Background: an optimization exercise with open tools, aiming at small area. Do not read the settings as production practice.
The RTL was checked by simulation tests, not by an equivalence proof against the original design.
Power figures rest on the tool's default switching activity, not on a simulated workload.

### config.mk
export PLATFORM = sky130hd
export DESIGN_NAME = battleship
export DESIGN_NICKNAME = battleship
export VERILOG_FILES = /design/flow/design.v
export SDC_FILE = /design/flow/constraint.sdc
export NUM_CORES = 4
export LEC_CHECK = 0
export CAP_MARGIN = 20
export CORE_MARGIN = 2
export CORE_UTILIZATION = 40
export SLEW_MARGIN = 20
### constraint.sdc
create_clock -name core_clock -period 5.0 [get_ports {clk}]
set_input_delay 1.0000 -clock core_clock [delete_from_list [all_inputs] [get_ports {clk}]]
set_output_delay 1.0000 -clock core_clock [all_outputs]
set_load 0.01 [all_outputs]
### design.v
`timescale 1ns / 1ps
module battleship(
input wire clk,
input wire rst,  
input wire ARDUINO_A0,    
input wire ARDUINO_A1,    
input wire ARDUINO_A2,    
input wire ARDUINO_A3,    
output reg ARDUINO_IO0,   
output reg ARDUINO_IO1,   
output reg ARDUINO_IO2,   
output reg ARDUINO_IO6,   
output reg ARDUINO_IO7,   
output reg ARDUINO_IO8,   
output reg ARDUINO_IO9,   
output reg ARDUINO_IO10,  
output reg ARDUINO_IO11,  
output reg ARDUINO_A4,  
output reg ARDUINO_A5,  
output reg PMOD1_D0_P,  
output reg PMOD1_D0_N,  
output reg PMOD1_D1_P,  
output reg PMOD1_D1_N,  
output reg PMOD1_D2_P,  
output reg PMOD1_D2_N,  
output reg PMOD2_D0_P,  
output reg PMOD2_D0_N,  
output reg PMOD2_D1_P,  
output reg PMOD2_D2_P,  
output reg PMOD2_D2_N,  
output reg PMOD2_D3_P,  
output reg ARDUINO_IO3,   
output reg ARDUINO_IO4,   
output reg ARDUINO_IO5    
);
reg makeBoards;
reg make2DArray;
reg [7:0] playerOneBoard [0:2][0:2];     
reg [1:0] a;  
reg [1:0] b;  
reg [7:0] playerOneSHIPSBoard [0:2][0:2];  
reg [1:0] c;  
reg [1:0] d;  
reg [2:0] numShipsP1;
reg [2:0] hitsP1;
reg [7:0] playerTwoBoard [0:2][0:2];  
reg [1:0] e;  
reg [1:0] f;  
reg [7:0] playerTwoSHIPSBoard [0:2][0:2];  
reg [1:0] g;  
reg [1:0] h;  
reg [2:0] numShipsP2;
reg [2:0] hitsP2;
reg [2:0] playerTurn;
integer i, j;  
reg [3:0] nineStates; 
reg [3:0] nineStates2;
reg [5:0] gameLogicState;
reg [2:0] inputRow;  
reg [2:0] inputCol;  
reg [26:0] customCounter;  
reg customClk; 
reg [26:0] oneSecondCounter;  
reg oneSecondClk; 
reg [1:0] turnOnFirstBoard;
reg [1:0] turnOnSecondBoard;
localparam [26:0] DISP_DIV = 27'd24;
localparam [26:0] GAME_DIV = 27'd1249;
wire customTick    = (customCounter == DISP_DIV) && (customClk == 1'b0);
wire oneSecondTick = (oneSecondCounter == GAME_DIV) && (oneSecondClk == 1'b0);
always@(posedge clk)
begin
if (rst)
    begin
        customClk <= 0;
        customCounter <= 0;
    end
else if (customCounter == DISP_DIV)  
    begin
        customClk <= ~customClk;  
        customCounter <= 0;  
    end
else
    begin
        customCounter <= customCounter + 1;  
    end
end
always@(posedge clk)
begin
if (rst)
    begin
        oneSecondClk <= 0;
        oneSecondCounter <= 0;
    end
else if (oneSecondCounter == GAME_DIV)  
    begin
        oneSecondClk <= ~oneSecondClk;  
        oneSecondCounter <= 0;  
    end
else
    begin
        oneSecondCounter <= oneSecondCounter + 1;  
    end
end
always @ (posedge clk)
begin
if (rst)
begin
    gameLogicState = 0;
    inputRow = 0;
    inputCol = 0;
    numShipsP1 = 0;
    hitsP1 = 0;
    numShipsP2 = 0;
    hitsP2 = 0;
    playerTurn = 1;
    turnOnFirstBoard <= 0;
    turnOnSecondBoard <= 0;
    ARDUINO_A4 = 0;
    ARDUINO_A5 = 0;
end
else if (oneSecondTick)
begin
case (gameLogicState) 
0:  
begin
    for (i = 0; i < 3; i = i + 1) begin
        for (j = 0; j < 3; j = j + 1) begin
            playerOneBoard[i][j] <= 1;
            playerOneSHIPSBoard[i][j] <= 1;
            playerTwoBoard[i][j] <= 1;
            playerTwoSHIPSBoard[i][j] <= 1;
        end
    end
    gameLogicState = gameLogicState + 1;
end
1:  
begin
    ARDUINO_A4 = 1;
    ARDUINO_A5 = 0;
    if (ARDUINO_A0 == 0) 
    begin
        if(ARDUINO_A1 == 0)  
        begin
            inputRow = 0;
        end
        else if(ARDUINO_A2 == 0)  
        begin
            inputRow = 1;
        end
        else if(ARDUINO_A3 == 0)  
        begin
            inputRow = 2;
        end
        gameLogicState = gameLogicState + 1;  
   end 
end
2:  
begin
    ARDUINO_A4 = 0;
    ARDUINO_A5 = 1;
    if (ARDUINO_A0 == 0) 
    begin
        if(ARDUINO_A1 == 0 )  
        begin
            inputCol = 0;
        end
        else if(ARDUINO_A2 == 0)  
        begin
            inputCol = 1;
        end
        else if(ARDUINO_A3 == 0)  
        begin
            inputCol = 2;
        end
        gameLogicState = gameLogicState + 1;  
   end 
end
3:  
begin
    playerOneSHIPSBoard[inputRow][inputCol] <= 2;
    numShipsP1 = numShipsP1 + 1;
    if (numShipsP1 == 2) 
    begin
        gameLogicState = 4;  
    end
    else
    begin
        gameLogicState = 1;  
    end
end
4:  
begin
    ARDUINO_A4 = 1;
    ARDUINO_A5 = 0;
    if (ARDUINO_A0 == 0) 
    begin
        if(ARDUINO_A1 == 0)  
        begin
            inputRow = 0;
        end
        else if(ARDUINO_A2 == 0)  
        begin
            inputRow = 1;
        end
        else if(ARDUINO_A3 == 0)  
        begin
            inputRow = 2;
        end
        gameLogicState = gameLogicState + 1;  
   end 
end
5:  
begin
    ARDUINO_A4 = 0;
    ARDUINO_A5 = 1;
    if (ARDUINO_A0 == 0) 
    begin
        if(ARDUINO_A1 == 0 )  
        begin
            inputCol = 0;
        end
        else if(ARDUINO_A2 == 0)  
        begin
            inputCol = 1;
        end
        else if(ARDUINO_A3 == 0)  
        begin
            inputCol = 2;
        end
        gameLogicState = gameLogicState + 1;  
   end 
end
6:  
begin
    if(inputCol == 2)
    begin
        playerOneSHIPSBoard[inputRow][inputCol-1] <= 2;
        playerOneSHIPSBoard[inputRow][inputCol] <= 2;
    end
    else if (inputCol == 1 || inputCol == 0)
    begin
        playerOneSHIPSBoard[inputRow][inputCol] <= 2;
        playerOneSHIPSBoard[inputRow][inputCol+1] <= 2;
    end
    else
    begin
    end
    gameLogicState = 7;
end
7:  
begin
    ARDUINO_A4 = 1;
    ARDUINO_A5 = 0;
    if (ARDUINO_A0 == 0) 
    begin
        if(ARDUINO_A1 == 0)  
        begin
            inputRow = 0;
        end
        else if(ARDUINO_A2 == 0)  
        begin
            inputRow = 1;
        end
        else if(ARDUINO_A3 == 0)  
        begin
            inputRow = 2;
        end
        gameLogicState = gameLogicState + 1;  
   end 
end
8:  
begin
    ARDUINO_A4 = 0;
    ARDUINO_A5 = 1;
    if (ARDUINO_A0 == 0) 
    begin
        if(ARDUINO_A1 == 0 )  
        begin
            inputCol = 0;
        end
        else if(ARDUINO_A2 == 0)  
        begin
            inputCol = 1;
        end
        else if(ARDUINO_A3 == 0)  
        begin
            inputCol = 2;
        end
        gameLogicState = gameLogicState + 1;  
   end 
end
9:  
begin
    playerTwoSHIPSBoard[inputRow][inputCol] <= 2;
    numShipsP2 = numShipsP2 + 1;
    if (numShipsP2 == 2) 
    begin
        gameLogicState = 10;  
    end
    else
    begin
        gameLogicState = 7;  
    end
end
10:  
begin
    ARDUINO_A4 = 1;
    ARDUINO_A5 = 0;
    if (ARDUINO_A0 == 0) 
    begin
        if(ARDUINO_A1 == 0)  
        begin
            inputRow = 0;
        end
        else if(ARDUINO_A2 == 0)  
        begin
            inputRow = 1;
        end
        else if(ARDUINO_A3 == 0)  
        begin
            inputRow = 2;
        end
        gameLogicState = gameLogicState + 1;  
   end 
end
11:  
begin
    ARDUINO_A4 = 0;
    ARDUINO_A5 = 1;
    if (ARDUINO_A0 == 0) 
    begin
        if(ARDUINO_A1 == 0 )  
        begin
            inputCol = 0;
        end
        else if(ARDUINO_A2 == 0)  
        begin
            inputCol = 1;
        end
        else if(ARDUINO_A3 == 0)  
        begin
            inputCol = 2;
        end
        gameLogicState = gameLogicState + 1;  
   end 
end
12:  
begin
    if(inputCol == 2)
    begin
        playerTwoSHIPSBoard[inputRow][inputCol-1] <= 2;
        playerTwoSHIPSBoard[inputRow][inputCol] <= 2;
    end
    else if (inputCol == 1 || inputCol == 0)
    begin
        playerTwoSHIPSBoard[inputRow][inputCol] <= 2;
        playerTwoSHIPSBoard[inputRow][inputCol+1] <= 2;
    end
    else
    begin
    end
    turnOnFirstBoard <= 1;
    turnOnSecondBoard <= 1;
    gameLogicState = 13;
end
13:  
begin
    ARDUINO_A4 = 1;
    ARDUINO_A5 = 0;
    if (ARDUINO_A0 == 0) 
    begin
        if(ARDUINO_A1 == 0)  
        begin
            inputRow = 0;
        end
        else if(ARDUINO_A2 == 0)  
        begin
            inputRow = 1;
        end
        else if(ARDUINO_A3 == 0)  
        begin
            inputRow = 2;
        end
        gameLogicState = gameLogicState + 1;  
   end 
end
14:  
begin
    ARDUINO_A4 = 0;
    ARDUINO_A5 = 1;
    if (ARDUINO_A0 == 0) 
    begin
        if(ARDUINO_A1 == 0 )  
        begin
            inputCol = 0;
        end
        else if(ARDUINO_A2 == 0)  
        begin
            inputCol = 1;
        end
        else if(ARDUINO_A3 == 0)  
        begin
            inputCol = 2;
        end
        gameLogicState = gameLogicState + 1;  
   end 
end
15:  
begin
    if (playerTurn == 1)
    begin
        if (playerOneSHIPSBoard[inputRow][inputCol] == 2 )
        begin
            playerOneBoard[inputRow][inputCol] <= 2; 
            playerTurn = 2;
            hitsP2 = hitsP2 + 1;
        end
        else 
        begin
            playerOneBoard[inputRow][inputCol] <= 3;
            playerTurn = 2;
        end
    end  
    else
    begin
     if (playerTwoSHIPSBoard[inputRow][inputCol] == 2 )
       begin
           playerTwoBoard[inputRow][inputCol] <= 2;
           playerTurn = 1;
           hitsP1 = hitsP1 + 1;
       end
       else 
       begin
           playerTwoBoard[inputRow][inputCol] <= 3;
           playerTurn = 1;
       end
    end
    if(hitsP2 == 4)
    begin
        turnOnFirstBoard <= 0;
        gameLogicState = 16;  
    end
    else if ( hitsP1 == 4)
    begin
        turnOnSecondBoard <= 0;
        gameLogicState = 16;  
    end
    else
    begin
        gameLogicState = 13;  
    end
end
16: 
begin
   ARDUINO_A4 = 0;
   ARDUINO_A5 = 0;
   if (ARDUINO_A1 == 0 && ARDUINO_A3 == 0 && ARDUINO_A2 == 0)
   begin
       a = 0;
       b = 0;
       c = 0;
       d = 0;
       e = 0;
       f = 0;
       g = 0;
       hitsP1 = 0;
       hitsP2 = 0;
       playerTurn = 1;
       turnOnFirstBoard <= 0;
       turnOnSecondBoard <= 0;
       gameLogicState = 0;
   end
end
default:
begin
end
endcase
end  
end  
always @ (posedge clk)
begin
if (rst)
begin
    nineStates <= 1;
    ARDUINO_IO0 = 0; ARDUINO_IO1 = 0; ARDUINO_IO2 = 0;
    ARDUINO_IO3 = 1; ARDUINO_IO4 = 1; ARDUINO_IO5 = 1;
    ARDUINO_IO6 = 0; ARDUINO_IO7 = 0; ARDUINO_IO8 = 0;
    ARDUINO_IO9 = 0; ARDUINO_IO10 = 0; ARDUINO_IO11 = 0;
end
else if (customTick)
begin
if (turnOnFirstBoard == 1)
begin
case (nineStates)
1:    
begin
    if (playerOneBoard[0][0] == 1)  
    begin
        ARDUINO_IO0 = 1;  
        ARDUINO_IO1 = 0;  
        ARDUINO_IO2 = 0;  
        ARDUINO_IO9 = 0;  
        ARDUINO_IO10 = 0;  
        ARDUINO_IO11 = 0;  
        ARDUINO_IO6 = 0;  
        ARDUINO_IO7 = 0;  
        ARDUINO_IO8 = 0;  
        ARDUINO_IO3 = 0;  
        ARDUINO_IO4 = 1; 
        ARDUINO_IO5 = 1;
    end
    else if ( playerOneBoard[0][0] == 3)
    begin
        ARDUINO_IO0 = 0;  
        ARDUINO_IO1 = 0;  
        ARDUINO_IO2 = 0;  
        ARDUINO_IO9 = 1;  
        ARDUINO_IO10 = 0;  
        ARDUINO_IO11 = 0;  
        ARDUINO_IO6 = 0;  
        ARDUINO_IO7 = 0;  
        ARDUINO_IO8 = 0;  
        ARDUINO_IO3 = 0;  
        ARDUINO_IO4 = 1; 
        ARDUINO_IO5 = 1;
    end
    else if ( playerOneBoard[0][0] == 2)
    begin
        ARDUINO_IO0 = 0;  
        ARDUINO_IO1 = 0;  
        ARDUINO_IO2 = 0;  
        ARDUINO_IO9 = 0;  
        ARDUINO_IO10 = 0;  
        ARDUINO_IO11 = 0;  
        ARDUINO_IO6 = 1;  
        ARDUINO_IO7 = 0;  
        ARDUINO_IO8 = 0;  
        ARDUINO_IO3 = 0;  
        ARDUINO_IO4 = 1; 
        ARDUINO_IO5 = 1;
    end
    else  
    begin
        ARDUINO_IO0 = 0;  
        ARDUINO_IO1 = 0;  
        ARDUINO_IO2 = 0;  
        ARDUINO_IO9 = 0;  
        ARDUINO_IO10 = 0;  
        ARDUINO_IO11 = 0;  
        ARDUINO_IO6 = 0;  
        ARDUINO_IO7 = 0;  
        ARDUINO_IO8 = 0;  
        ARDUINO_IO3 = 1;  
        ARDUINO_IO4 = 1; 
        ARDUINO_IO5 = 1;
       end
end
2:  
begin
    if (playerOneBoard[0][1] == 1)  
    begin
        ARDUINO_IO0 = 0;  
        ARDUINO_IO1 = 1;  
        ARDUINO_IO2 = 0;  
        ARDUINO_IO9 = 0;  
        ARDUINO_IO10 = 0;  
        ARDUINO_IO11 = 0;  
        ARDUINO_IO6 = 0;  
        ARDUINO_IO7 = 0;  
        ARDUINO_IO8 = 0;  
        ARDUINO_IO3 = 0;  
        ARDUINO_IO4 = 1; 
        ARDUINO_IO5 = 1;
    end
    else if ( playerOneBoard[0][1] == 2)
    begin
        ARDUINO_IO0 = 0;  
        ARDUINO_IO1 = 0;  
        ARDUINO_IO2 = 0;  
        ARDUINO_IO9 = 0;  
        ARDUINO_IO10 = 0;  
        ARDUINO_IO11 = 0;  
        ARDUINO_IO6 = 0;  
        ARDUINO_IO7 = 1;  
        ARDUINO_IO8 = 0;  
        ARDUINO_IO3 = 0;  
        ARDUINO_IO4 = 1; 
        ARDUINO_IO5 = 1;
    end
    else if ( playerOneBoard[0][1] == 3)
    begin
        ARDUINO_IO0 = 0;  
        ARDUINO_IO1 = 0;  
        ARDUINO_IO2 = 0;  
        ARDUINO_IO9 = 0;  
        ARDUINO_IO10 = 1;  
        ARDUINO_IO11 = 0;  
        ARDUINO_IO6 = 0;  
        ARDUINO_IO7 = 0;  
        ARDUINO_IO8 = 0;  
        ARDUINO_IO3 = 0;  
        ARDUINO_IO4 = 1; 
        ARDUINO_IO5 = 1;
    end
    else  
    begin
        ARDUINO_IO0 = 0;  
        ARDUINO_IO1 = 0;  
        ARDUINO_IO2 = 0;  
        ARDUINO_IO9 = 0;  
        ARDUINO_IO10 = 0;  
        ARDUINO_IO11 = 0;  
        ARDUINO_IO6 = 0;  
        ARDUINO_IO7 = 0;  
        ARDUINO_IO8 = 0;  
        ARDUINO_IO3 = 1;  
        ARDUINO_IO4 = 1; 
        ARDUINO_IO5 = 1;
       end
end
3:  
begin
    if (playerOneBoard[0][2] == 1)  
    begin
        ARDUINO_IO0 = 0;  
        ARDUINO_IO1 = 0;  
        ARDUINO_IO2 = 1;  
        ARDUINO_IO9 = 0;  
        ARDUINO_IO10 = 0;  
        ARDUINO_IO11 = 0;  
        ARDUINO_IO6 = 0;  
        ARDUINO_IO7 = 0;  
        ARDUINO_IO8 = 0;  
        ARDUINO_IO3 = 0;  
        ARDUINO_IO4 = 1; 
        ARDUINO_IO5 = 1;
    end
    else if ( playerOneBoard[0][2] == 2)
    begin
        ARDUINO_IO0 = 0;  
        ARDUINO_IO1 = 0;  
        ARDUINO_IO2 = 0;  
        ARDUINO_IO9 = 0;  
        ARDUINO_IO10 = 0;  
        ARDUINO_IO11 = 0;  
        ARDUINO_IO6 = 0;  
        ARDUINO_IO7 = 0;  
        ARDUINO_IO8 = 1;  
        ARDUINO_IO3 = 0;  
        ARDUINO_IO4 = 1; 
        ARDUINO_IO5 = 1;
    end
    else if ( playerOneBoard[0][2] == 3)
    begin
        ARDUINO_IO0 = 0;  
        ARDUINO_IO1 = 0;  
        ARDUINO_IO2 = 0;  
        ARDUINO_IO9 = 0;  
        ARDUINO_IO10 = 0;  
        ARDUINO_IO11 = 1;  
        ARDUINO_IO6 = 0;  
        ARDUINO_IO7 = 0;  
        ARDUINO_IO8 = 0;  
        ARDUINO_IO3 = 0;  
        ARDUINO_IO4 = 1; 
        ARDUINO_IO5 = 1;
    end
    else  
    begin
        ARDUINO_IO0 = 0;  
        ARDUINO_IO1 = 0;  
        ARDUINO_IO2 = 0;  
        ARDUINO_IO9 = 0;  
        ARDUINO_IO10 = 0;  
        ARDUINO_IO11 = 0;  
        ARDUINO_IO6 = 0;  
        ARDUINO_IO7 = 0;  
        ARDUINO_IO8 = 0;  
        ARDUINO_IO3 = 1;  
        ARDUINO_IO4 = 1; 
        ARDUINO_IO5 = 1;
       end
end
4:  
begin
    if (playerOneBoard[1][0] == 1)  
    begin
        ARDUINO_IO0 = 1;  
        ARDUINO_IO1 = 0;  
        ARDUINO_IO2 = 0;  
        ARDUINO_IO9 = 0;  
        ARDUINO_IO10 = 0;  
        ARDUINO_IO11 = 0;  
        ARDUINO_IO6 = 0;  
        ARDUINO_IO7 = 0;  
        ARDUINO_IO8 = 0;  
        ARDUINO_IO3 = 1;  
        ARDUINO_IO4 = 0; 
        ARDUINO_IO5 = 1;
    end
    else if ( playerOneBoard[1][0] == 2)
    begin
        ARDUINO_IO0 = 0;  
        ARDUINO_IO1 = 0;  
        ARDUINO_IO2 = 0;  
        ARDUINO_IO9 = 0;  
        ARDUINO_IO10 = 0;  
        ARDUINO_IO11 = 0;  
        ARDUINO_IO6 = 1;  
        ARDUINO_IO7 = 0;  
        ARDUINO_IO8 = 0;  
        ARDUINO_IO3 = 1; 
        ARDUINO_IO4 = 0; 
        ARDUINO_IO5 = 1;
    end
    else if ( playerOneBoard[1][0] == 3)
    begin
        ARDUINO_IO0 = 0;  
        ARDUINO_IO1 = 0;  
        ARDUINO_IO2 = 0;  
        ARDUINO_IO9 = 1;  
        ARDUINO_IO10 = 0;  
        ARDUINO_IO11 = 0;  
        ARDUINO_IO6 = 0;  
        ARDUINO_IO7 = 0;  
        ARDUINO_IO8 = 0;  
        ARDUINO_IO3 = 1; 
        ARDUINO_IO4 = 0;  
        ARDUINO_IO5 = 1;
    end
    else  
    begin
        ARDUINO_IO0 = 0;  
        ARDUINO_IO1 = 0;  
        ARDUINO_IO2 = 0;  
        ARDUINO_IO9 = 0;  
        ARDUINO_IO10 = 0;  
        ARDUINO_IO11 = 0;  
        ARDUINO_IO6 = 0;  
        ARDUINO_IO7 = 0;  
        ARDUINO_IO8 = 0;  
        ARDUINO_IO3 = 1;  
        ARDUINO_IO4 = 1; 
        ARDUINO_IO5 = 1;
       end
end
5:  
begin
    if (playerOneBoard[1][1] == 1)  
    begin
        ARDUINO_IO0 = 0;  
        ARDUINO_IO1 = 1;  
        ARDUINO_IO2 = 0;  
        ARDUINO_IO9 = 0;  
        ARDUINO_IO10 = 0;  
        ARDUINO_IO11 = 0;  
        ARDUINO_IO6 = 0;  
        ARDUINO_IO7 = 0;  
        ARDUINO_IO8 = 0;  
        ARDUINO_IO3 = 1; 
        ARDUINO_IO4 = 0;  
        ARDUINO_IO5 = 1;
    end
    else if ( playerOneBoard[1][1] == 2)
    begin
        ARDUINO_IO0 = 0;  
        ARDUINO_IO1 = 0;  
        ARDUINO_IO2 = 0;  
        ARDUINO_IO9 = 0;  
        ARDUINO_IO10 = 0;  
        ARDUINO_IO11 = 0;  
        ARDUINO_IO6 = 0;  
        ARDUINO_IO7 = 1;  
        ARDUINO_IO8 = 0;  
        ARDUINO_IO3 = 1; 
        ARDUINO_IO4 = 0; 
        ARDUINO_IO5 = 1;
    end
    else if ( playerOneBoard[1][1] == 3)
    begin
        ARDUINO_IO0 = 0;  
        ARDUINO_IO1 = 0;  
        ARDUINO_IO2 = 0;  
        ARDUINO_IO9 = 0;  
        ARDUINO_IO10 = 1;  
        ARDUINO_IO11 = 0;  
        ARDUINO_IO6 = 0;  
        ARDUINO_IO7 = 0;  
        ARDUINO_IO8 = 0;  
        ARDUINO_IO3 = 1; 
        ARDUINO_IO4 = 0;  
        ARDUINO_IO5 = 1;
    end
    else  
    begin
        ARDUINO_IO0 = 0;  
        ARDUINO_IO1 = 0;  
        ARDUINO_IO2 = 0;  
        ARDUINO_IO9 = 0;  
        ARDUINO_IO10 = 0;  
        ARDUINO_IO11 = 0;  
        ARDUINO_IO6 = 0;  
        ARDUINO_IO7 = 0;  
        ARDUINO_IO8 = 0;  
        ARDUINO_IO3 = 1;  
        ARDUINO_IO4 = 1; 
        ARDUINO_IO5 = 1;
       end
end
6:  
begin
    if (playerOneBoard[1][2] == 1)  
    begin
        ARDUINO_IO0 = 0;  
        ARDUINO_IO1 = 0;  
        ARDUINO_IO2 = 1;  
        ARDUINO_IO9 = 0;  
        ARDUINO_IO10 = 0;  
        ARDUINO_IO11 = 0;  
        ARDUINO_IO6 = 0;  
        ARDUINO_IO7 = 0;  
        ARDUINO_IO8 = 0;  
        ARDUINO_IO3 = 1; 
        ARDUINO_IO4 = 0;  
        ARDUINO_IO5 = 1;
    end
    else if ( playerOneBoard[1][2] == 2)
    begin
        ARDUINO_IO0 = 0;  
        ARDUINO_IO1 = 0;  
        ARDUINO_IO2 = 0;  
        ARDUINO_IO9 = 0;  
        ARDUINO_IO10 = 0;  
        ARDUINO_IO11 = 0;  
        ARDUINO_IO6 = 0;  
        ARDUINO_IO7 = 0;  
        ARDUINO_IO8 = 1;  
        ARDUINO_IO3 = 1;  
        ARDUINO_IO4 = 0; 
        ARDUINO_IO5 = 1;
    end
    else if ( playerOneBoard[1][2] == 3)
    begin
        ARDUINO_IO0 = 0;  
        ARDUINO_IO1 = 0;  
        ARDUINO_IO2 = 0;  
        ARDUINO_IO9 = 0;  
        ARDUINO_IO10 = 0;  
        ARDUINO_IO11 = 1;  
        ARDUINO_IO6 = 0;  
        ARDUINO_IO7 = 0;  
        ARDUINO_IO8 = 0;  
        ARDUINO_IO3 = 1; 
        ARDUINO_IO4 = 0;  
        ARDUINO_IO5 = 1;
    end
    else  
    begin
        ARDUINO_IO0 = 0;  
        ARDUINO_IO1 = 0;  
        ARDUINO_IO2 = 0;  
        ARDUINO_IO9 = 0;  
        ARDUINO_IO10 = 0;  
        ARDUINO_IO11 = 0;  
        ARDUINO_IO6 = 0;  
        ARDUINO_IO7 = 0;  
        ARDUINO_IO8 = 0;  
        ARDUINO_IO3 = 1;  
        ARDUINO_IO4 = 1; 
        ARDUINO_IO5 = 1;
       end
end
7:  
begin
    if (playerOneBoard[2][0] == 1)  
    begin
        ARDUINO_IO0 = 1;  
        ARDUINO_IO1 = 0;  
        ARDUINO_IO2 = 0;  
        ARDUINO_IO9 = 0;  
        ARDUINO_IO10 = 0;  
        ARDUINO_IO11 = 0;  
        ARDUINO_IO6 = 0;  
        ARDUINO_IO7 = 0;  
        ARDUINO_IO8 = 0;  
        ARDUINO_IO3 = 1; 
        ARDUINO_IO4 = 1; 
        ARDUINO_IO5 = 0;  
    end
    else if ( playerOneBoard[2][0] == 2)
    begin
        ARDUINO_IO0 = 0;  
        ARDUINO_IO1 = 0;  
        ARDUINO_IO2 = 0;  
        ARDUINO_IO9 = 0;  
        ARDUINO_IO10 = 0;  
        ARDUINO_IO11 = 0;  
        ARDUINO_IO6 = 1;  
        ARDUINO_IO7 = 0;  
        ARDUINO_IO8 = 0;  
        ARDUINO_IO3 = 1; 
        ARDUINO_IO4 = 1; 
        ARDUINO_IO5 = 0;
    end
    else if ( playerOneBoard[2][0] == 3)
    begin
        ARDUINO_IO0 = 0;  
        ARDUINO_IO1 = 0;  
        ARDUINO_IO2 = 0;  
        ARDUINO_IO9 = 1;  
        ARDUINO_IO10 = 0;  
        ARDUINO_IO11 = 0;  
        ARDUINO_IO6 = 0;  
        ARDUINO_IO7 = 0;  
        ARDUINO_IO8 = 0;  
        ARDUINO_IO3 = 1; 
        ARDUINO_IO4 = 1; 
        ARDUINO_IO5 = 0;  
    end
    else  
    begin
        ARDUINO_IO0 = 0;  
        ARDUINO_IO1 = 0;  
        ARDUINO_IO2 = 0;  
        ARDUINO_IO9 = 0;  
        ARDUINO_IO10 = 0;  
        ARDUINO_IO11 = 0;  
        ARDUINO_IO6 = 0;  
        ARDUINO_IO7 = 0;  
        ARDUINO_IO8 = 0;  
        ARDUINO_IO3 = 1;  
        ARDUINO_IO4 = 1; 
        ARDUINO_IO5 = 1;
       end
end
8:  
begin
    if (playerOneBoard[2][1] == 1)  
    begin
        ARDUINO_IO0 = 0;  
        ARDUINO_IO1 = 1;  
        ARDUINO_IO2 = 0;  
        ARDUINO_IO9 = 0;  
        ARDUINO_IO10 = 0;  
        ARDUINO_IO11 = 0;  
        ARDUINO_IO6 = 0;  
        ARDUINO_IO7 = 0;  
        ARDUINO_IO8 = 0;  
        ARDUINO_IO3 = 1; 
        ARDUINO_IO4 = 1; 
        ARDUINO_IO5 = 0;  
    end
    else if ( playerOneBoard[2][1] == 2)
    begin
        ARDUINO_IO0 = 0;  
        ARDUINO_IO1 = 0;  
        ARDUINO_IO2 = 0;  
        ARDUINO_IO9 = 0;  
        ARDUINO_IO10 = 0;  
        ARDUINO_IO11 = 0;  
        ARDUINO_IO6 = 0;  
        ARDUINO_IO7 = 1;  
        ARDUINO_IO8 = 0;  
        ARDUINO_IO3 = 1; 
        ARDUINO_IO4 = 1; 
        ARDUINO_IO5 = 0;
    end
    else if ( playerOneBoard[2][1] == 3)
    begin
        ARDUINO_IO0 = 0;  
        ARDUINO_IO1 = 0;  
        ARDUINO_IO2 = 0;  
        ARDUINO_IO9 = 0;  
        ARDUINO_IO10 = 1;  
        ARDUINO_IO11 = 0;  
        ARDUINO_IO6 = 0;  
        ARDUINO_IO7 = 0;  
        ARDUINO_IO8 = 0;  
        ARDUINO_IO3 = 1; 
        ARDUINO_IO4 = 1; 
        ARDUINO_IO5 = 0;  
    end
    else  
    begin
        ARDUINO_IO0 = 0;  
        ARDUINO_IO1 = 0;  
        ARDUINO_IO2 = 0;  
        ARDUINO_IO9 = 0;  
        ARDUINO_IO10 = 0;  
        ARDUINO_IO11 = 0;  
        ARDUINO_IO6 = 0;  
        ARDUINO_IO7 = 0;  
        ARDUINO_IO8 = 0;  
        ARDUINO_IO3 = 1;  
        ARDUINO_IO4 = 1; 
        ARDUINO_IO5 = 1;
       end
end
9:  
begin
    if (playerOneBoard[2][2] == 1)  
    begin
        ARDUINO_IO0 = 0;  
        ARDUINO_IO1 = 0;  
        ARDUINO_IO2 = 1;  
        ARDUINO_IO9 = 0;  
        ARDUINO_IO10 = 0;  
        ARDUINO_IO11 = 0;  
        ARDUINO_IO6 = 0;  
        ARDUINO_IO7 = 0;  
        ARDUINO_IO8 = 0;  
        ARDUINO_IO3 = 1; 
        ARDUINO_IO4 = 1; 
        ARDUINO_IO5 = 0;  
    end
    else if ( playerOneBoard[2][2] == 2)
    begin
        ARDUINO_IO0 = 0;  
        ARDUINO_IO1 = 0;  
        ARDUINO_IO2 = 0;  
        ARDUINO_IO9 = 0;  
        ARDUINO_IO10 = 0;  
        ARDUINO_IO11 = 0;  
        ARDUINO_IO6 = 0;  
        ARDUINO_IO7 = 0;  
        ARDUINO_IO8 = 1;  
        ARDUINO_IO3 = 1; 
        ARDUINO_IO4 = 1; 
        ARDUINO_IO5 = 0;
    end
    else if ( playerOneBoard[2][2] == 3)
    begin
        ARDUINO_IO0 = 0;  
        ARDUINO_IO1 = 0;  
        ARDUINO_IO2 = 0;  
        ARDUINO_IO9 = 0;  
        ARDUINO_IO10 = 0;  
        ARDUINO_IO11 = 1;  
        ARDUINO_IO6 = 0;  
        ARDUINO_IO7 = 0;  
        ARDUINO_IO8 = 0;  
        ARDUINO_IO3 = 1; 
        ARDUINO_IO4 = 1; 
        ARDUINO_IO5 = 0;  
    end
    else  
    begin
        ARDUINO_IO0 = 0;  
        ARDUINO_IO1 = 0;  
        ARDUINO_IO2 = 0;  
        ARDUINO_IO9 = 0;  
        ARDUINO_IO10 = 0;  
        ARDUINO_IO11 = 0;  
        ARDUINO_IO6 = 0;  
        ARDUINO_IO7 = 0;  
        ARDUINO_IO8 = 0;  
        ARDUINO_IO3 = 1;  
        ARDUINO_IO4 = 1; 
        ARDUINO_IO5 = 1;
       end
end
default:  
begin
    ARDUINO_IO0 = 0;    
    ARDUINO_IO1 = 0;    
    ARDUINO_IO2 = 0;     
    ARDUINO_IO3 = 1;    
    ARDUINO_IO4 = 1;   
    ARDUINO_IO5 = 1;    
    ARDUINO_IO9 = 0;  
    ARDUINO_IO10 = 0;  
    ARDUINO_IO11 = 0;  
    ARDUINO_IO6 = 0;  
    ARDUINO_IO7 = 0;  
    ARDUINO_IO8 = 0;  
end
endcase
end  
nineStates <= nineStates + 1;
if (nineStates >= 10 )
begin
    nineStates <= 1;
end
end  
end  
always @ (posedge clk)
begin
if (rst)
begin
    nineStates2 <= 1;
    PMOD1_D0_P = 0; PMOD1_D0_N = 0; PMOD1_D1_P = 0;
    PMOD1_D1_N = 0; PMOD1_D2_P = 0; PMOD1_D2_N = 0;
    PMOD2_D0_P = 0; PMOD2_D0_N = 0; PMOD2_D1_P = 0;
    PMOD2_D2_P = 1; PMOD2_D2_N = 1; PMOD2_D3_P = 1;
end
else if (customTick)
begin
if (turnOnSecondBoard == 1)
begin
case (nineStates2)
1:    
begin
    if (playerTwoBoard[0][0] == 1)  
    begin
        PMOD1_D1_N = 1;  
        PMOD1_D2_P = 0;  
        PMOD1_D2_N = 0;  
        PMOD1_D0_P = 0;  
        PMOD1_D0_N = 0;  
        PMOD1_D1_P = 0;  
        PMOD2_D0_P = 0;  
        PMOD2_D0_N = 0;  
        PMOD2_D1_P = 0;  
        PMOD2_D2_P = 0;  
        PMOD2_D2_N = 1; 
        PMOD2_D3_P = 1;
    end
    else if ( playerTwoBoard[0][0] == 3)
    begin
        PMOD1_D1_N = 0;  
        PMOD1_D2_P = 0;  
        PMOD1_D2_N = 0;  
        PMOD1_D0_P = 1;  
        PMOD1_D0_N = 0;  
        PMOD1_D1_P = 0;  
        PMOD2_D0_P = 0;  
        PMOD2_D0_N = 0;  
        PMOD2_D1_P = 0;  
        PMOD2_D2_P = 0;  
        PMOD2_D2_N = 1; 
        PMOD2_D3_P = 1;
    end
    else if ( playerTwoBoard[0][0] == 2)
    begin
        PMOD1_D1_N = 0;  
        PMOD1_D2_P = 0;  
        PMOD1_D2_N = 0;  
        PMOD1_D0_P = 0;  
        PMOD1_D0_N = 0;  
        PMOD1_D1_P = 0;  
        PMOD2_D0_P = 1;  
        PMOD2_D0_N = 0;  
        PMOD2_D1_P = 0;  
        PMOD2_D2_P = 0;  
        PMOD2_D2_N = 1; 
        PMOD2_D3_P = 1;
    end
    else  
    begin
        PMOD1_D1_N = 0;  
        PMOD1_D2_P = 0;  
        PMOD1_D2_N = 0;  
        PMOD1_D0_P = 0;  
        PMOD1_D0_N = 0;  
        PMOD1_D1_P = 0;  
        PMOD2_D0_P = 0;  
        PMOD2_D0_N = 0;  
        PMOD2_D1_P = 0;  
        PMOD2_D2_P = 1;  
        PMOD2_D2_N = 1; 
        PMOD2_D3_P = 1;
       end
end
2:  
begin
    if (playerTwoBoard[0][1] == 1)  
    begin
        PMOD1_D1_N = 0;  
        PMOD1_D2_P = 1;  
        PMOD1_D2_N = 0;  
        PMOD1_D0_P = 0;  
        PMOD1_D0_N = 0;  
        PMOD1_D1_P = 0;  
        PMOD2_D0_P = 0;  
        PMOD2_D0_N = 0;  
        PMOD2_D1_P = 0;  
        PMOD2_D2_P = 0;  
        PMOD2_D2_N = 1; 
        PMOD2_D3_P = 1;
    end
    else if ( playerTwoBoard[0][1] == 2)
    begin
        PMOD1_D1_N = 0;  
        PMOD1_D2_P = 0;  
        PMOD1_D2_N = 0;  
        PMOD1_D0_P = 0;  
        PMOD1_D0_N = 0;  
        PMOD1_D1_P = 0;  
        PMOD2_D0_P = 0;  
        PMOD2_D0_N = 1;  
        PMOD2_D1_P = 0;  
        PMOD2_D2_P = 0;  
        PMOD2_D2_N = 1; 
        PMOD2_D3_P = 1;
    end
    else if ( playerTwoBoard[0][1] == 3)
    begin
        PMOD1_D1_N = 0;  
        PMOD1_D2_P = 0;  
        PMOD1_D2_N = 0;  
        PMOD1_D0_P = 0;  
        PMOD1_D0_N = 1;  
        PMOD1_D1_P = 0;  
        PMOD2_D0_P = 0;  
        PMOD2_D0_N = 0;  
        PMOD2_D1_P = 0;  
        PMOD2_D2_P = 0;  
        PMOD2_D2_N = 1; 
        PMOD2_D3_P = 1;
    end
    else  
    begin
        PMOD1_D1_N = 0;  
        PMOD1_D2_P = 0;  
        PMOD1_D2_N = 0;  
        PMOD1_D0_P = 0;  
        PMOD1_D0_N = 0;  
        PMOD1_D1_P = 0;  
        PMOD2_D0_P = 0;  
        PMOD2_D0_N = 0;  
        PMOD2_D1_P = 0;  
        PMOD2_D2_P = 1;  
        PMOD2_D2_N = 1; 
        PMOD2_D3_P = 1;
       end
end
3:  
begin
    if (playerTwoBoard[0][2] == 1)  
    begin
        PMOD1_D1_N = 0;  
        PMOD1_D2_P = 0;  
        PMOD1_D2_N = 1;  
        PMOD1_D0_P = 0;  
        PMOD1_D0_N = 0;  
        PMOD1_D1_P = 0;  
        PMOD2_D0_P = 0;  
        PMOD2_D0_N = 0;  
        PMOD2_D1_P = 0;  
        PMOD2_D2_P = 0;  
        PMOD2_D2_N = 1; 
        PMOD2_D3_P = 1;
    end
    else if ( playerTwoBoard[0][2] == 2)
    begin
        PMOD1_D1_N = 0;  
        PMOD1_D2_P = 0;  
        PMOD1_D2_N = 0;  
        PMOD1_D0_P = 0;  
        PMOD1_D0_N = 0;  
        PMOD1_D1_P = 0;  
        PMOD2_D0_P = 0;  
        PMOD2_D0_N = 0;  
        PMOD2_D1_P = 1;  
        PMOD2_D2_P = 0;  
        PMOD2_D2_N = 1; 
        PMOD2_D3_P = 1;
    end
    else if ( playerTwoBoard[0][2] == 3)
    begin
        PMOD1_D1_N = 0;  
        PMOD1_D2_P = 0;  
        PMOD1_D2_N = 0;  
        PMOD1_D0_P = 0;  
        PMOD1_D0_N = 0;  
        PMOD1_D1_P = 1;  
        PMOD2_D0_P = 0;  
        PMOD2_D0_N = 0;  
        PMOD2_D1_P = 0;  
        PMOD2_D2_P = 0;  
        PMOD2_D2_N = 1; 
        PMOD2_D3_P = 1;
    end
    else  
    begin
        PMOD1_D1_N = 0;  
        PMOD1_D2_P = 0;  
        PMOD1_D2_N = 0;  
        PMOD1_D0_P = 0;  
        PMOD1_D0_N = 0;  
        PMOD1_D1_P = 0;  
        PMOD2_D0_P = 0;  
        PMOD2_D0_N = 0;  
        PMOD2_D1_P = 0;  
       PMOD2_D2_P = 1;  
       PMOD2_D2_N = 1; 
       PMOD2_D3_P = 1;
       end
end
4:  
begin
    if (playerTwoBoard[1][0] == 1)  
    begin
        PMOD1_D1_N = 1;  
        PMOD1_D2_P = 0;  
        PMOD1_D2_N = 0;  
        PMOD1_D0_P = 0;  
        PMOD1_D0_N = 0;  
        PMOD1_D1_P = 0;  
        PMOD2_D0_P = 0;  
        PMOD2_D0_N = 0;  
        PMOD2_D1_P = 0;  
        PMOD2_D2_P = 1;  
        PMOD2_D2_N = 0; 
        PMOD2_D3_P = 1;
    end
    else if ( playerTwoBoard[1][0] == 2)
    begin
        PMOD1_D1_N = 0;  
        PMOD1_D2_P = 0;  
        PMOD1_D2_N = 0;  
        PMOD1_D0_P = 0;  
        PMOD1_D0_N = 0;  
        PMOD1_D1_P = 0;  
        PMOD2_D0_P = 1;  
        PMOD2_D0_N = 0;  
        PMOD2_D1_P = 0;  
        PMOD2_D2_P = 1;  
        PMOD2_D2_N = 0; 
        PMOD2_D3_P = 1;
    end
    else if ( playerTwoBoard[1][0] == 3)
    begin
        PMOD1_D1_N = 0;  
        PMOD1_D2_P = 0;  
        PMOD1_D2_N = 0;  
        PMOD1_D0_P = 1;  
        PMOD1_D0_N = 0;  
        PMOD1_D1_P = 0;  
        PMOD2_D0_P = 0;  
        PMOD2_D0_N = 0;  
        PMOD2_D1_P = 0;  
        PMOD2_D2_P = 1;  
        PMOD2_D2_N = 0; 
        PMOD2_D3_P = 1;
    end
    else  
    begin
        PMOD1_D1_N = 0;  
        PMOD1_D2_P = 0;  
        PMOD1_D2_N = 0;  
        PMOD1_D0_P = 0;  
        PMOD1_D0_N = 0;  
        PMOD1_D1_P = 0;  
        PMOD2_D0_P = 0;  
        PMOD2_D0_N = 0;  
        PMOD2_D1_P = 0;  
        PMOD2_D2_P = 1;  
        PMOD2_D2_N = 1; 
        PMOD2_D3_P = 1;
       end
end
5:  
begin
    if (playerTwoBoard[1][1] == 1)  
    begin
        PMOD1_D1_N = 0;  
        PMOD1_D2_P = 1;  
        PMOD1_D2_N = 0;  
        PMOD1_D0_P = 0;  
        PMOD1_D0_N = 0;  
        PMOD1_D1_P = 0;  
        PMOD2_D0_P = 0;  
        PMOD2_D0_N = 0;  
        PMOD2_D1_P = 0;  
        PMOD2_D2_P = 1;  
        PMOD2_D2_N = 0; 
        PMOD2_D3_P = 1;
    end
    else if ( playerTwoBoard[1][1] == 2)
    begin
        PMOD1_D1_N = 0;  
        PMOD1_D2_P = 0;  
        PMOD1_D2_N = 0;  
        PMOD1_D0_P = 0;  
        PMOD1_D0_N = 0;  
        PMOD1_D1_P = 0;  
        PMOD2_D0_P = 0;  
        PMOD2_D0_N = 1;  
        PMOD2_D1_P = 0;  
        PMOD2_D2_P = 1;  
        PMOD2_D2_N = 0; 
        PMOD2_D3_P = 1;
    end
    else if ( playerTwoBoard[1][1] == 3)
    begin
        PMOD1_D1_N = 0;  
        PMOD1_D2_P = 0;  
        PMOD1_D2_N = 0;  
        PMOD1_D0_P = 0;  
        PMOD1_D0_N = 1;  
        PMOD1_D1_P = 0;  
        PMOD2_D0_P = 0;  
        PMOD2_D0_N = 0;  
        PMOD2_D1_P = 0;  
        PMOD2_D2_P = 1;  
        PMOD2_D2_N = 0; 
        PMOD2_D3_P = 1;
    end
    else  
    begin
        PMOD1_D1_N = 0;  
        PMOD1_D2_P = 0;  
        PMOD1_D2_N = 0;  
        PMOD1_D0_P = 0;  
        PMOD1_D0_N = 0;  
        PMOD1_D1_P = 0;  
        PMOD2_D0_P = 0;  
        PMOD2_D0_N = 0;  
        PMOD2_D1_P = 0;  
        PMOD2_D2_P = 1; 
        PMOD2_D2_N = 1; 
        PMOD2_D3_P = 1;
       end
end
6:  
begin
    if (playerTwoBoard[1][2] == 1)  
    begin
        PMOD1_D1_N = 0;  
        PMOD1_D2_P = 0;  
        PMOD1_D2_N = 1;  
        PMOD1_D0_P = 0;  
        PMOD1_D0_N = 0;  
        PMOD1_D1_P = 0;  
        PMOD2_D0_P = 0;  
        PMOD2_D0_N = 0;  
        PMOD2_D1_P = 0;  
        PMOD2_D2_P = 1;  
        PMOD2_D2_N = 0; 
        PMOD2_D3_P = 1;
    end
    else if ( playerTwoBoard[1][2] == 2)
    begin
        PMOD1_D1_N = 0;  
        PMOD1_D2_P = 0;  
        PMOD1_D2_N = 0;  
        PMOD1_D0_P = 0;  
        PMOD1_D0_N = 0;  
        PMOD1_D1_P = 0;  
        PMOD2_D0_P = 0;  
        PMOD2_D0_N = 0;  
        PMOD2_D1_P = 1;  
        PMOD2_D2_P = 1;  
        PMOD2_D2_N = 0; 
        PMOD2_D3_P = 1;
    end
    else if ( playerTwoBoard[1][2] == 3)
    begin
        PMOD1_D1_N = 0;  
        PMOD1_D2_P = 0;  
        PMOD1_D2_N = 0;  
        PMOD1_D0_P = 0;  
        PMOD1_D0_N = 0;  
        PMOD1_D1_P = 1;  
        PMOD2_D0_P = 0;  
        PMOD2_D0_N = 0;  
        PMOD2_D1_P = 0;  
        PMOD2_D2_P = 1;  
        PMOD2_D2_N = 0; 
        PMOD2_D3_P = 1;
    end
    else  
    begin
        PMOD1_D1_N = 0;  
        PMOD1_D2_P = 0;  
        PMOD1_D2_N = 0;  
        PMOD1_D0_P = 0;  
        PMOD1_D0_N = 0;  
        PMOD1_D1_P = 0;  
        PMOD2_D0_P = 0;  
        PMOD2_D0_N = 0;  
        PMOD2_D1_P = 0;  
        PMOD2_D2_P = 1;  
        PMOD2_D2_N = 1; 
        PMOD2_D3_P = 1;
       end
end
7:  
begin
    if (playerTwoBoard[2][0] == 1)  
    begin
        PMOD1_D1_N = 1;  
        PMOD1_D2_P = 0;  
        PMOD1_D2_N = 0;  
        PMOD1_D0_P = 0;  
        PMOD1_D0_N = 0;  
        PMOD1_D1_P = 0;  
        PMOD2_D0_P = 0;  
        PMOD2_D0_N = 0;  
        PMOD2_D1_P = 0;  
        PMOD2_D2_P = 1;  
        PMOD2_D2_N = 1; 
        PMOD2_D3_P = 0; 
    end
    else if ( playerTwoBoard[2][0] == 2)
    begin
        PMOD1_D1_N = 0;  
        PMOD1_D2_P = 0;  
        PMOD1_D2_N = 0;  
        PMOD1_D0_P = 0;  
        PMOD1_D0_N = 0;  
        PMOD1_D1_P = 0;  
        PMOD2_D0_P = 1;  
        PMOD2_D0_N = 0;  
        PMOD2_D1_P = 0;  
        PMOD2_D2_P = 1;  
        PMOD2_D2_N = 1; 
        PMOD2_D3_P = 0;
    end
    else if ( playerTwoBoard[2][0] == 3)
    begin
        PMOD1_D1_N = 0;  
        PMOD1_D2_P = 0;  
        PMOD1_D2_N = 0;  
        PMOD1_D0_P = 1;  
        PMOD1_D0_N = 0;  
        PMOD1_D1_P = 0;  
        PMOD2_D0_P = 0;  
        PMOD2_D0_N = 0;  
        PMOD2_D1_P = 0;  
        PMOD2_D2_P = 1;  
        PMOD2_D2_N = 1; 
        PMOD2_D3_P = 0;
    end
    else  
    begin
        PMOD1_D1_N = 0;  
        PMOD1_D2_P = 0;  
        PMOD1_D2_N = 0;  
        PMOD1_D0_P = 0;  
        PMOD1_D0_N = 0;  
        PMOD1_D1_P = 0;  
        PMOD2_D0_P = 0;  
        PMOD2_D0_N = 0;  
        PMOD2_D1_P = 0;  
        PMOD2_D2_P = 1;  
        PMOD2_D2_N = 1; 
        PMOD2_D3_P = 1;
       end
end
8:  
begin
    if (playerTwoBoard[2][1] == 1)  
    begin
        PMOD1_D1_N = 0;  
        PMOD1_D2_P = 1;  
        PMOD1_D2_N = 0;  
        PMOD1_D0_P = 0;  
        PMOD1_D0_N = 0;  
        PMOD1_D1_P = 0;  
        PMOD2_D0_P = 0;  
        PMOD2_D0_N = 0;  
        PMOD2_D1_P = 0;  
        PMOD2_D2_P = 1;  
        PMOD2_D2_N = 1; 
        PMOD2_D3_P = 0;
    end
    else if ( playerTwoBoard[2][1] == 2)
    begin
        PMOD1_D1_N = 0;  
        PMOD1_D2_P = 0;  
        PMOD1_D2_N = 0;  
        PMOD1_D0_P = 0;  
        PMOD1_D0_N = 0;  
        PMOD1_D1_P = 0;  
        PMOD2_D0_P = 0;  
        PMOD2_D0_N = 1;  
        PMOD2_D1_P = 0;  
        PMOD2_D2_P = 1;  
        PMOD2_D2_N = 1; 
        PMOD2_D3_P = 0;
    end
    else if ( playerTwoBoard[2][1] == 3)
    begin
        PMOD1_D1_N = 0;  
        PMOD1_D2_P = 0;  
        PMOD1_D2_N = 0;  
        PMOD1_D0_P = 0;  
        PMOD1_D0_N = 1;  
        PMOD1_D1_P = 0;  
        PMOD2_D0_P = 0;  
        PMOD2_D0_N = 0;  
        PMOD2_D1_P = 0;  
        PMOD2_D2_P = 1;  
        PMOD2_D2_N = 1; 
        PMOD2_D3_P = 0;
    end
    else  
    begin
        PMOD1_D1_N = 0;  
        PMOD1_D2_P = 0;  
        PMOD1_D2_N = 0;  
        PMOD1_D0_P = 0;  
        PMOD1_D0_N = 0;  
        PMOD1_D1_P = 0;  
        PMOD2_D0_P = 0;  
        PMOD2_D0_N = 0;  
        PMOD2_D1_P = 0;  
        PMOD2_D2_P = 1;  
        PMOD2_D2_N = 1; 
        PMOD2_D3_P = 1;
       end
end
9:  
begin
    if (playerTwoBoard[2][2] == 1)  
    begin
        PMOD1_D1_N = 0;  
        PMOD1_D2_P = 0;  
        PMOD1_D2_N = 1;  
        PMOD1_D0_P = 0;  
        PMOD1_D0_N = 0;  
        PMOD1_D1_P = 0;  
        PMOD2_D0_P = 0;  
        PMOD2_D0_N = 0;  
        PMOD2_D1_P = 0;  
        PMOD2_D2_P = 1;  
        PMOD2_D2_N = 1; 
        PMOD2_D3_P = 0;
    end
    else if ( playerTwoBoard[2][2] == 2)
    begin
        PMOD1_D1_N = 0;  
        PMOD1_D2_P = 0;  
        PMOD1_D2_N = 0;  
        PMOD1_D0_P = 0;  
        PMOD1_D0_N = 0;  
        PMOD1_D1_P = 0;  
        PMOD2_D0_P = 0;  
        PMOD2_D0_N = 0;  
        PMOD2_D1_P = 1;  
        PMOD2_D2_P = 1;  
        PMOD2_D2_N = 1; 
        PMOD2_D3_P = 0;
    end
    else if ( playerTwoBoard[2][2] == 3)
    begin
        PMOD1_D1_N = 0;  
        PMOD1_D2_P = 0;  
        PMOD1_D2_N = 0;  
        PMOD1_D0_P = 0;  
        PMOD1_D0_N = 0;  
        PMOD1_D1_P = 1;  
        PMOD2_D0_P = 0;  
        PMOD2_D0_N = 0;  
        PMOD2_D1_P = 0;  
        PMOD2_D2_P = 1;  
        PMOD2_D2_N = 1; 
        PMOD2_D3_P = 0;
    end
    else  
    begin
        PMOD1_D1_N = 0;  
        PMOD1_D2_P = 0;  
        PMOD1_D2_N = 0;  
        PMOD1_D0_P = 0;  
        PMOD1_D0_N = 0;  
        PMOD1_D1_P = 0;  
        PMOD2_D0_P = 0;  
        PMOD2_D0_N = 0;  
        PMOD2_D1_P = 0;  
        PMOD2_D2_P = 1;  
        PMOD2_D2_N = 1; 
        PMOD2_D3_P = 0;
       end
end
default:  
begin
    PMOD1_D1_N = 0;  
    PMOD1_D2_P = 0;  
    PMOD1_D2_N = 0;  
    PMOD2_D2_P = 1;  
    PMOD2_D2_N = 1;  
    PMOD2_D3_P = 1;  
    PMOD1_D0_P = 0;  
    PMOD1_D0_N = 0;  
    PMOD1_D1_P = 0;  
    PMOD2_D0_P = 0;  
    PMOD2_D0_N = 0;  
    PMOD2_D1_P = 0;  
end
endcase
end
nineStates2 <= nineStates2 + 1;
if (nineStates2 >= 10 )
begin
    nineStates2 <= 1;
end
end  
end  
endmodule 
### run.sh
#!/bin/bash
# synth_recipe.tcl (not shown) runs the flow's synth.tcl, then flattens the netlist and writes it again
# the make line also repeats each setting of config.mk as NAME=value (left out here)
make -C /OpenROAD-flow-scripts/flow DESIGN_CONFIG=/design/flow/config.mk WORK_HOME=/design/flow/orfs CLKGATE_MAP_FILE= SYNTH_SCRIPT=/design/flow/synth_recipe.tcl finish
==> summary.txt <==
CTS
  • Number of gates given a new drive strength after cts: 0
  • Clock slew at the register clock pins of the worst setup and hold paths: around 0.07 ns
  • CTS tree: built
  • Clock root buffer master: sky130_fd_sc_hd__clkbuf_16
  • Maximum root-to-sink buffer count: 2
  • Hold-fix buffers at CTS: 0
  • Number of buffers added by the clock tree synthesis step: 17
  • H-tree levels: 4
  • Clock latency at the later pin of the worst-skew pair: around 0.46 ns
  • Clk sinks: roughly 190
  • Count of buffers added by post-CTS timing repair for setup: 0

Timing
  • Total Neg Setup Slack: 0 ns
  • Number of failing setup endpoints in the final timing report: 0
  • Least setup slack across all paths after layout: ~1.1 ns
  • Slew at the pin closest to its max-slew limit: just under 1 ns
  • Maximum clock frequency: about 0.26 GHz
  • Number of hold violations in the final report: 0
  • Post-layout minimum cycle time: slightly below 4 ns
  • Final worst path period share: 77.07%
  • Setup repair after global routing missed its margin: false
  • Count of pins over their slew limit: 0
  • Relative slew margins: between 30% and 40%
  • Fin Clk Skew: 0.02672 ns

GRT
  • Antenna violations before repair: 0
  • All-layer global routing usage: roughly 18%
  • Number of global-route vias before repair: 7434
  • Maximum number of pins on one net before global-route repair: 63
  • Leftover overflow at the end of global routing: 0
  • Global-route wire length before repair: 37420 um

Logic synthesis
  • Largest cells by area after synthesis: sky130_fd_sc_hd__dfxtp_1 35%, sky130_fd_sc_hd__nor2_1 7.1%, sky130_fd_sc_hd__edfxtp_1 5.6%
  • Mapped Area: between 9000 and 10000 um2
  • Number of warnings issued by yosys: 1
  • Sequential fraction of the synthesis area: roughly 41%
  • Cell type with the highest aggregate area in the netlist: sky130_fd_sc_hd__dfxtp_1
  • Net count of the mapped netlist: ~1.2k
  • Cell count after synthesis: 1133
  • Primary flip-flop cell chosen by synthesis mapping: sky130_fd_sc_hd__dfxtp_1
  • Ys async rst share: 0%
  • Number of synthesized flops with an enable pin: 18
  • Post-synthesis area per instance: ~8.5 um2
  • Netlist cell types: approximately 80
  • Yosys reg bits: 188
  • Area share of the leading cell type in the synthesized netlist: roughly 35%

Floorplan
  • Count of pins on the block boundary: 32
  • Die boundary height: around 160 um
  • Placement Rows: 56
  • Initial core utilization: roughly two fifths
  • Horizontal extent of the die: approximately 160 um
  • Placeable Area: ~24000 um2
  • Area of the die: approximately 25000 um2

Drt
  • DRT Pass-1 Iters: 5
  • Routed Wire Length: ~22000 um
  • Number of vias in the routed layout: ~8k
  • Initial detailed-routing violation count: ~500
  • Via/cell ratio: ~5.5
  • ANT nets after route: 0
  • Drt drc: 0
  • Post-DR wirelength/cell: 15.21 um

Power
  • Sw Share: between 20% and 30%
  • Leakage power: between 4 and 5 nW
  • Internal power consumption: 0.002244 W
  • Highest ir drop seen on vdd: approximately 210 uV
  • Ratio of total power to cell area: roughly 270 nW/um2
  • Net switching power: 0.0006558 W
  • Clock power share: 46.0%
  • Share of total power in combinational logic: 1.4%
  • Proportion of power drawn by flip-flops and latches: 52.6%

Hold path
  • Worst min-delay path category: reg2reg

Worst setup path
  • Critical Setup Path Class: reg2reg
  • Arrival time at the worst endpoint: around 4.2 ns
  • Endpoint class of the critical path: flop
  • Biggest fanout along the worst timing path: 13
  • Required arrival time at the worst endpoint: between 5 and 6 ns
  • Kind of start point of the critical path: flop

Final layout
  • Share of final-layout standard cells stronger than drive strength 1: about 5.3%
  • Number of diodes added for antenna fixing: 0
  • Final Instance Area: around 11000 um2
  • Core Util, Final: between 40 and 50%
  • Final nets: approximately 1.2k
  • Area added between synthesis and finish: 11.47%

Placement
  • Routability Congestion: approximately 0.84
  • Dpl ws: 1.121 ns
  • Area after DPL: approximately 10000 um2
  • Port Buf Inserts: 31
  • HPWL after detailed placement: 15850 um

Job
  • Count of maximum capacitance violations: 0

Run status
  • Result of the run: timing/DRC/antenna clean
==> worst paths after layout <==
check                                          startpoint                   endpoint  slack, ns  depth (start not counted)
worst min-delay path            playerOneSHIPSBoard[3][1]  playerOneSHIPSBoard[3][1]       0.44                          2
worst min register to register  playerOneSHIPSBoard[3][1]  playerOneSHIPSBoard[3][1]       0.44                          2
worst max-delay path                          inputRow[0]          gameLogicState[3]       1.15                         10
worst max register to register                inputRow[0]          gameLogicState[3]       1.15                         10
==> synthesized netlist by cell type, drive strengths merged, types with 8 or more instances <==
cell and n:
nor4 11, or2 8, o21ai 48, buf 12
nor2 184, nand4 28, xor2 43, a211oi 17
inv 43, dfxtp 170, mux2i 11, nand3 53
a211o 10, a21oi 33, nor3b 9, and2 10
a21o 16, a21boi 13, nand2b 10, a31oi 8
clkbuf 38, and3 17, ha 29, o22ai 18
nand2 87, nor2b 16, edfxtp 18, xnor2 25
or3 10, nor3 41
==> metrics by stage <==
| stage | instances | hold WS (ns) | power (W) |
|---|---|---|---|
| global placement | 1436 | 0.4258 | 0.001602 |
| detailed placement | 1436 | 0.4329 | 0.001603 |
| CTS | 1468 | 0.4465 | 0.002934 |
| floorplan | 1133 | 0.4182 | 0.001589 |
| global route | 1468 | 0.4663 | 0.003004 |
| finish | 1468 | 0.4438 | 0.002900 |
==> cells by family (layout without fill, tap and decap cells) <==
group                    count (synthesis)  in the layout  share of synthesized area (%)
multiplexers                            17             17                          2.241
AO/OA/AOI/OAI                          226            226                          16.10
buffers and inverters                   93            109                          3.869
XOR/XNOR                                68             68                          6.280
adder cells (fa/ha/maj)                 33             33                          4.612
flip-flops                             188            188                          41.07
AND/OR/NAND/NOR                        508            508                          25.82
==> layer usage <==
metal | global-route usage [%] | vias up | part of all wire [%]
li1 | - | 4039 | -
met1 | 24.20 | 3753 | 48
met2 | 28.48 | 177 | 46
met3 | 3.126 | 35 | 3.9
met4 | 6.942 | 0 | 2.2
met5 | 0 | - | 0
==> state kept, by name (all words and copies together), names as in the netlist, 2 cells and up <==
register,cells
oneSecondCounter,27
nineStates2,4
playerTwoSHIPSBoard,18
playerOneBoard,18
hitsP1,3
playerTwoBoard,18
numShipsP2,3
playerTurn,2
nineStates,4
numShipsP1,3
customCounter,27
playerOneSHIPSBoard,18
inputCol,2
hitsP2,3
gameLogicState,6
inputRow,2
==> cells in the final DEF (no fill, tap or decap), drive strengths merged, types with 13 or more instances in the layout <==
cell type	count
nor3	41
a21o	16
nor2b	16
clkbuf	22
clkdlybuf4s50	30
dfxtp	170
nand3	53
a21oi	33
ha	29
and3	17
a21boi	13
nand4	28
o22ai	18
o21ai	48
nand2	87
inv	49
a211oi	17
xor2	43
xnor2	25
nor2	184
edfxtp	18
==> worst max-delay path: stages (launching register included) <==
cell and delay, ns:
sky130_fd_sc_hd__dfxtp_1 0.38, sky130_fd_sc_hd__inv_1 0.11, sky130_fd_sc_hd__ha_1 0.40, sky130_fd_sc_hd__fa_1 0.88, sky130_fd_sc_hd__mux4_2 0.57, sky130_fd_sc_hd__a222oi_1 0.27, sky130_fd_sc_hd__o31a_1 0.23, sky130_fd_sc_hd__a211o_1 0.20
sky130_fd_sc_hd__mux2i_1 0.33, sky130_fd_sc_hd__a31oi_1 0.21, sky130_fd_sc_hd__a31oi_1 0.19
==> power groups by stage <==
stage	logic, W	registers [W]	clock network [W]
2_1_floorplan	0.0000285	0.00156	0
3_3_place_gp	0.0000406	0.00156	0
3_5_place_dp	0.0000412	0.00156	0
4_1_cts	0.0000414	0.00153	0.00137
5_1_grt	0.0000456	0.00153	0.00143
6_report	0.0000402	0.00153	0.00133
==> final cells by class <==
class / instances / area [um2]
fill: 2361 / 12840
multi-input combinational: 852 / 5293
sequential: 188 / 3944
clock buffer: 22 / 485.5
tap: 319 / 399.1
timing repair buffer: 34 / 327.8
inverter: 43 / 161.4
clock inverter: 10 / 93.84

[what the ideal ports hide]
In the flow no input, the clock included, has a driving cell. The finished layout below was timed again as built, in two steps. Step 1 (the two cells are an assumption about what drives the block):
set clk [get_ports {clk}]
set_driving_cell -lib_cell sky130_fd_sc_hd__clkbuf_16 $clk
set_driving_cell -lib_cell sky130_fd_sc_hd__buf_2 [delete_from_list [all_inputs] $clk]
Step 2 also shifts input and output timing later by t, the mid clock arrival at the registers, as if the neighbouring blocks saw the same clock. Three values: ideal, step 1, step 2; two values: the first two.
t (ns): 0.491
slack for setup (ns): 1.147 / 1.147 / 1.147
hold WS [ns]: 0.444 / 0.444 / 0.444
latest minus earliest clock arrival (ns): 0.028 / 0.028
worst slew at a driven data input, ns: 0.03
After both steps setup and hold are still met in this run. For this run, drivers alone change the setup slack by 0.000 ns; drivers and shift together by 0.000 ns.
